Background: an optimization exercise with open tools, aiming at small area, a short achievable clock period and few clock cycles. Do not read the settings as production practice. The flow treats the clock pin as an ideal source. Dropping or thinning the clock tree relies on that and would not hold on a real chip. No activity file was given, so power comes from the tool's default toggle rates.

==> flow/design.v <==
module ULA (
    input clk,
    input reset,
    input [3:0] seletor,
    output saida,
    output [18:0] rom_addr,
    input [7:0] rom_data,
    output reg [18:0] ram_wraddr,
    output reg [7:0] ram_data,
    output reg ram_wren,
    output reg done
);
    assign saida = 1'b0;
    wire [5:0] sel = {seletor[3],
                      ~seletor[2] & seletor[1] & seletor[0],
                      ~seletor[2] & ~seletor[1] & seletor[0],
                      ~seletor[2] & ~seletor[0],
                      seletor[1],
                      seletor == 4'b0100};
    reg f4, is_avg, is_dec, is_rep, zm, is_cp;
    reg start;
    always @(posedge clk) {f4, is_avg, is_dec, is_rep, zm, is_cp} <= sel;
    always @(posedge clk or negedge reset) begin
        if (!reset) start <= 1'b1;
        else start <= (sel != {f4, is_avg, is_dec, is_rep, zm, is_cp});
    end
    wire valid = is_avg | is_dec | is_rep | is_cp;
    reg [1:0] c0, c1;
    reg [7:0] col;
    reg [6:0] r;
    reg run;
    wire [1:0] lim0 = is_rep ? {f4, 1'b1} : 2'd0;
    wire [1:0] lim2 = is_rep ? {f4, 1'b1} : 2'd0;
    wire e0 = is_avg ? (r[0] & (~f4 | r[1])) : (c0 == 2'd0);
    wire e2 = (c1 == 2'd0);
    wire ex = (col == (is_dec ? (f4 ? 8'd156 : 8'd158) : 8'd159));
    wire ey = (r == (is_dec ? (f4 ? 7'd116 : 7'd118) : 7'd119));
    wire last = e0 & ex & e2 & ey;
    wire blk_end = e0 & col[0] & (~f4 | col[1]);
    wire [2:0] step = is_dec ? {f4, ~f4, 1'b0} : 3'd1;
    wire [7:0] col_p = col + step;
    wire [6:0] r_p = r + step;
    wire [6:0] r_top = {r[6:2], r[1] & ~f4, 1'b0};
    always @(posedge clk) begin
        if (start) begin
            c0 <= lim0; c1 <= lim2; col <= 0; r <= 0;
        end else begin
            if (!e0) begin
                c0 <= c0 - 1'b1;
                if (is_avg) r <= r_p;
            end else begin
                c0 <= lim0;
                if (!ex) begin
                    col <= col_p;
                    if (is_avg) r <= r_top;
                end else begin
                    col <= 0;
                    if (!e2) c1 <= c1 - 1'b1;
                    else begin
                        c1 <= lim2;
                        r <= r_p;
                    end
                end
            end
        end
    end
    reg [9:0] rh;
    reg [4:0] rl;
    assign rom_addr = {4'b0, rh, rl};
    always @(posedge clk) begin
        rh <= {r, 2'b00} + r + col[7:5];
        rl <= col[4:0];
    end
    reg v0, q0, v1, q1, v2, q2, v3;
    always @(posedge clk) begin
        if (start) run <= valid;
        else if (last) run <= 1'b0;
        v0 <= run & ~start & (~is_avg | blk_end);
        q0 <= run & ~start;
        v1 <= v0 & ~start;
        q1 <= q0 & ~start;
        v2 <= v1 & ~start;
        q2 <= q1 & ~start;
        v3 <= v2 & ~start;
    end
    wire wr = is_avg ? v3 : v2;
    always @(posedge clk or negedge reset) begin
        if (!reset) begin
            ram_wren <= 1'b0; done <= 1'b0;
        end else begin
            ram_wren <= wr & ~start;
            done <= ~start & valid & ~run & ~v0 & ~v1 & ~v2 & ~v3;
        end
    end
    reg f1, f2;
    wire cy1 = wr & f1;
    wire cy2 = cy1 & f2;
    always @(posedge clk) begin
        if (start) begin
            ram_wraddr <= {19{1'b1}};
            f1 <= 1'b1; f2 <= 1'b1;
        end else begin
            ram_wraddr[5:0] <= ram_wraddr[5:0] + wr;
            ram_wraddr[11:6] <= ram_wraddr[11:6] + cy1;
            ram_wraddr[18:12] <= ram_wraddr[18:12] + cy2;
            f1 <= (ram_wraddr[5:0] == (wr ? 6'd62 : 6'd63));
            f2 <= (ram_wraddr[11:6] == (cy1 ? 6'd62 : 6'd63));
        end
    end
    reg [7:0] rd;
    reg [3:0] n0, n1, n2;
    reg k1, k2;
    wire [3:0] b0 = v3 ? 4'd0 : n0;
    wire [3:0] b1 = v3 ? 4'd0 : n1;
    wire [3:0] b2 = v3 ? 4'd0 : n2;
    wire ka = ~v3 & k1;
    wire kb = ~v3 & k2;
    wire [4:0] s0 = b0 + rd[3:0];
    wire [4:0] s1 = b1 + rd[7:4] + ka;
    wire [3:0] s2 = b2 + kb;
    wire [4:0] t1 = n1 + k1;
    wire [3:0] t2 = n2 + k2 + t1[4];
    always @(posedge clk) begin
        rd <= rom_data;
        if (q2) begin
            n0 <= s0[3:0]; n1 <= s1[3:0]; n2 <= s2; k1 <= s0[4]; k2 <= s1[4];
        end else begin
            n0 <= 4'd0; n1 <= 4'd0; n2 <= 4'd0; k1 <= 1'b0; k2 <= 1'b0;
        end
        if (!is_avg) ram_data <= rd;
        else ram_data <= f4 ? {t2, t1[3:0]} : {t2[1:0], t1[3:0], n0[3:2]};
    end
endmodule
Settings: LEC_CHECK=0, ABC_AREA=1, CAP_MARGIN=20, CORE_MARGIN=2, CORE_UTILIZATION=40, PLACE_DENSITY=0.6, SETUP_SLACK_MARGIN=4.1, SLEW_MARGIN=20; clock period 6.0 ns.
standard.sh (not shown) runs the stock make flow with config.mk's settings and CLKGATE_MAP_FILE= SYNTH_SCRIPT=/design/flow/synth_recipe.tcl, a recipe that flattens the netlist after the stock synthesis.
==> flow/flow/run.sh <==
#!/bin/bash
# Layout flow: the standard ORFS flow with three changes:
#  - synthesis maps adders through ABC like the rest of the logic instead of
#    extracting full/half adder cells first (ADDER_MAP_FILE empty);
#  - plain buf_2 cells as the port buffers instead of the delay buffers
#    buffer_ports picks by default;
#  - the clock tree is four clkbuf_16 cells driven by the clock port, each
#    driving the flip-flops nearest to it (flow/cts_hook.tcl replaces
#    TritonCTS's two-level H-tree).
set -euo pipefail
here=$(cd "$(dirname "$0")" && pwd)
CLKBUF_N=4 bash standard.sh \
  "ADDER_MAP_FILE=" \
  "BUFFER_PORTS_ARGS=-buffer_cell sky130_fd_sc_hd__buf_2" \
  "PRE_CTS_TCL=$here/cts_hook.tcl" \
  finish > orfs_make.log 2>&1
==> flow/flow/cts_hook.tcl <==
# Clock buffering in place of TritonCTS's H-tree: the clock port drives
# CLKBUF_N clkbuf_16 cells (1, 2 or 4), each placed at the centre of the
# flip-flops it drives; the flip-flops are split between them by position.
proc clock_tree_synthesis { args } {
  set nbuf 1
  if { [info exists ::env(CLKBUF_N)] } { set nbuf $::env(CLKBUF_N) }
  set block [ord::get_db_block]
  set clk_net [$block findNet clk]
  set master [[ord::get_db] findMaster sky130_fd_sc_hd__clkbuf_16]
  set sinks {}
  foreach it [$clk_net getITerms] {
    set loc [[$it getInst] getLocation]
    lappend sinks [list $it [lindex $loc 0] [lindex $loc 1]]
  }
  # split into groups: by x, then each half by y
  set groups [list $sinks]
  set axis 1
  while { [llength $groups] < $nbuf } {
    set ng {}
    foreach g $groups {
      set s [lsort -integer -index $axis $g]
      set h [expr {[llength $s] / 2}]
      lappend ng [lrange $s 0 [expr {$h - 1}]] [lrange $s $h end]
    }
    set groups $ng
    set axis [expr {3 - $axis}]
  }
  set i 0
  foreach g $groups {
    set buf [odb::dbInst_create $block $master clkbuf_root_$i]
    set net [odb::dbNet_create $block clknet_root_$i]
    $net setSigType CLOCK
    set sx 0; set sy 0
    foreach s $g {
      set it [lindex $s 0]
      $it disconnect
      $it connect $net
      set sx [expr {$sx + [lindex $s 1]}]; set sy [expr {$sy + [lindex $s 2]}]
    }
    [$buf findITerm A] connect $clk_net
    [$buf findITerm X] connect $net
    set n [llength $g]
    $buf setLocation [expr {$sx / $n}] [expr {$sy / $n}]
    $buf setPlacementStatus PLACED
    puts "clock buffer clkbuf_root_$i drives $n sinks"
    incr i
  }
  $clk_net setSigType CLOCK
}
Rerun with:
--- a/flow/design.v
+++ b/flow/design.v
@@ -14,11 +14,11 @@
     wire [5:0] sel = {seletor[3],
                       ~seletor[2] & seletor[1] & seletor[0],
                       ~seletor[2] & ~seletor[1] & seletor[0],
                       ~seletor[2] & ~seletor[0],
                       seletor[1],
-                      seletor == 4'b0100};
+                      seletor[2:0] == 3'b100};
     reg f4, is_avg, is_dec, is_rep, zm, is_cp;
     reg start;
     always @(posedge clk) {f4, is_avg, is_dec, is_rep, zm, is_cp} <= sel;
     always @(posedge clk or negedge reset) begin
         if (!reset) start <= 1'b1;
@@ -69,65 +69,40 @@
     assign rom_addr = {4'b0, rh, rl};
     always @(posedge clk) begin
         rh <= {r, 2'b00} + r + col[7:5];
         rl <= col[4:0];
     end
-    reg v0, q0, v1, q1, v2, q2, v3;
+    reg v0, q0, v1, q1, v2, q2;
     always @(posedge clk) begin
         if (start) run <= valid;
         else if (last) run <= 1'b0;
         v0 <= run & ~start & (~is_avg | blk_end);
         q0 <= run & ~start;
         v1 <= v0 & ~start;
         q1 <= q0 & ~start;
         v2 <= v1 & ~start;
         q2 <= q1 & ~start;
-        v3 <= v2 & ~start;
     end
-    wire wr = is_avg ? v3 : v2;
     always @(posedge clk or negedge reset) begin
         if (!reset) begin
             ram_wren <= 1'b0; done <= 1'b0;
         end else begin
-            ram_wren <= wr & ~start;
-            done <= ~start & valid & ~run & ~v0 & ~v1 & ~v2 & ~v3;
-        end
-    end
-    reg f1, f2;
-    wire cy1 = wr & f1;
-    wire cy2 = cy1 & f2;
-    always @(posedge clk) begin
-        if (start) begin
-            ram_wraddr <= {19{1'b1}};
-            f1 <= 1'b1; f2 <= 1'b1;
-        end else begin
-            ram_wraddr[5:0] <= ram_wraddr[5:0] + wr;
-            ram_wraddr[11:6] <= ram_wraddr[11:6] + cy1;
-            ram_wraddr[18:12] <= ram_wraddr[18:12] + cy2;
-            f1 <= (ram_wraddr[5:0] == (wr ? 6'd62 : 6'd63));
-            f2 <= (ram_wraddr[11:6] == (cy1 ? 6'd62 : 6'd63));
+            ram_wren <= v2 & ~start;
+            done <= ~start & valid & ~run & ~v0 & ~v1 & ~v2;
         end
     end
     reg [7:0] rd;
-    reg [3:0] n0, n1, n2;
-    reg k1, k2;
-    wire [3:0] b0 = v3 ? 4'd0 : n0;
-    wire [3:0] b1 = v3 ? 4'd0 : n1;
-    wire [3:0] b2 = v3 ? 4'd0 : n2;
-    wire ka = ~v3 & k1;
-    wire kb = ~v3 & k2;
-    wire [4:0] s0 = b0 + rd[3:0];
-    wire [4:0] s1 = b1 + rd[7:4] + ka;
-    wire [3:0] s2 = b2 + kb;
-    wire [4:0] t1 = n1 + k1;
-    wire [3:0] t2 = n2 + k2 + t1[4];
+    reg [3:0] ext;
+    reg w;
+    wire [11:0] nsum = (w ? 12'd0 : {ext, ram_data}) + rd;
     always @(posedge clk) begin
         rd <= rom_data;
-        if (q2) begin
-            n0 <= s0[3:0]; n1 <= s1[3:0]; n2 <= s2; k1 <= s0[4]; k2 <= s1[4];
-        end else begin
-            n0 <= 4'd0; n1 <= 4'd0; n2 <= 4'd0; k1 <= 1'b0; k2 <= 1'b0;
-        end
+        w <= v2;
+        if (start) ram_wraddr <= {19{1'b1}};
+        else ram_wraddr <= ram_wraddr + v2;
+        ext <= q2 ? nsum[11:8] : 4'd0;
         if (!is_avg) ram_data <= rd;
-        else ram_data <= f4 ? {t2, t1[3:0]} : {t2[1:0], t1[3:0], n0[3:2]};
+        else if (!q2) ram_data <= 8'd0;
+        else if (v2) ram_data <= f4 ? nsum[11:4] : nsum[9:2];
+        else ram_data <= nsum[7:0];
     end
 endmodule
Result: Hold slack gains 0.036 ns; critical path depth is unchanged; synthesized cell count climbs by a few percent; routed wire length climbs by about a fifth; first-iteration DRC count climbs by well over a third; clock skew climbs by 0.0037 ns; synthesized area drops slightly; cell count climbs by a few percent; sequential share of layout area drops by 5.1 points; utilization climbs by 2.1 points; combinational power climbs by well over a third; cell area climbs by a few percent.
No functional check of the RTL was part of any run of this note. In every run of this note, the design's own scripts or RTL, not TritonCTS, make the clock network.

==> port drivers added, routing unchanged <==
No port has a modelled driver above. Below, the same layouts with a new extraction and two added sets of constraints. Step 1 assumes that a clkbuf_16 drives the clock port and a buf_2 every other input. Step 2, shift: input delay + t, output delay - t, t = (earliest + latest rising clock arrival at the registers) / 2. This alone moves slack from input paths to output paths. a / b / c = ideal / step 1 / step 2; a / b = the first two.
run	t (ns)	slack for setup (ns)	worst setup path after step 2	worst slew at a driven data input, ns
the first run	0.239	4.076 / 3.995 / 3.974	input to register	0.03
the second run	0.238	4.116 / 4.035 / 4.085	input to register	0.04
After both steps setup and hold are still met in every run listed. For the first run, which loses most, drivers alone change the setup slack by -0.081 ns; drivers and shift together by -0.102 ns.
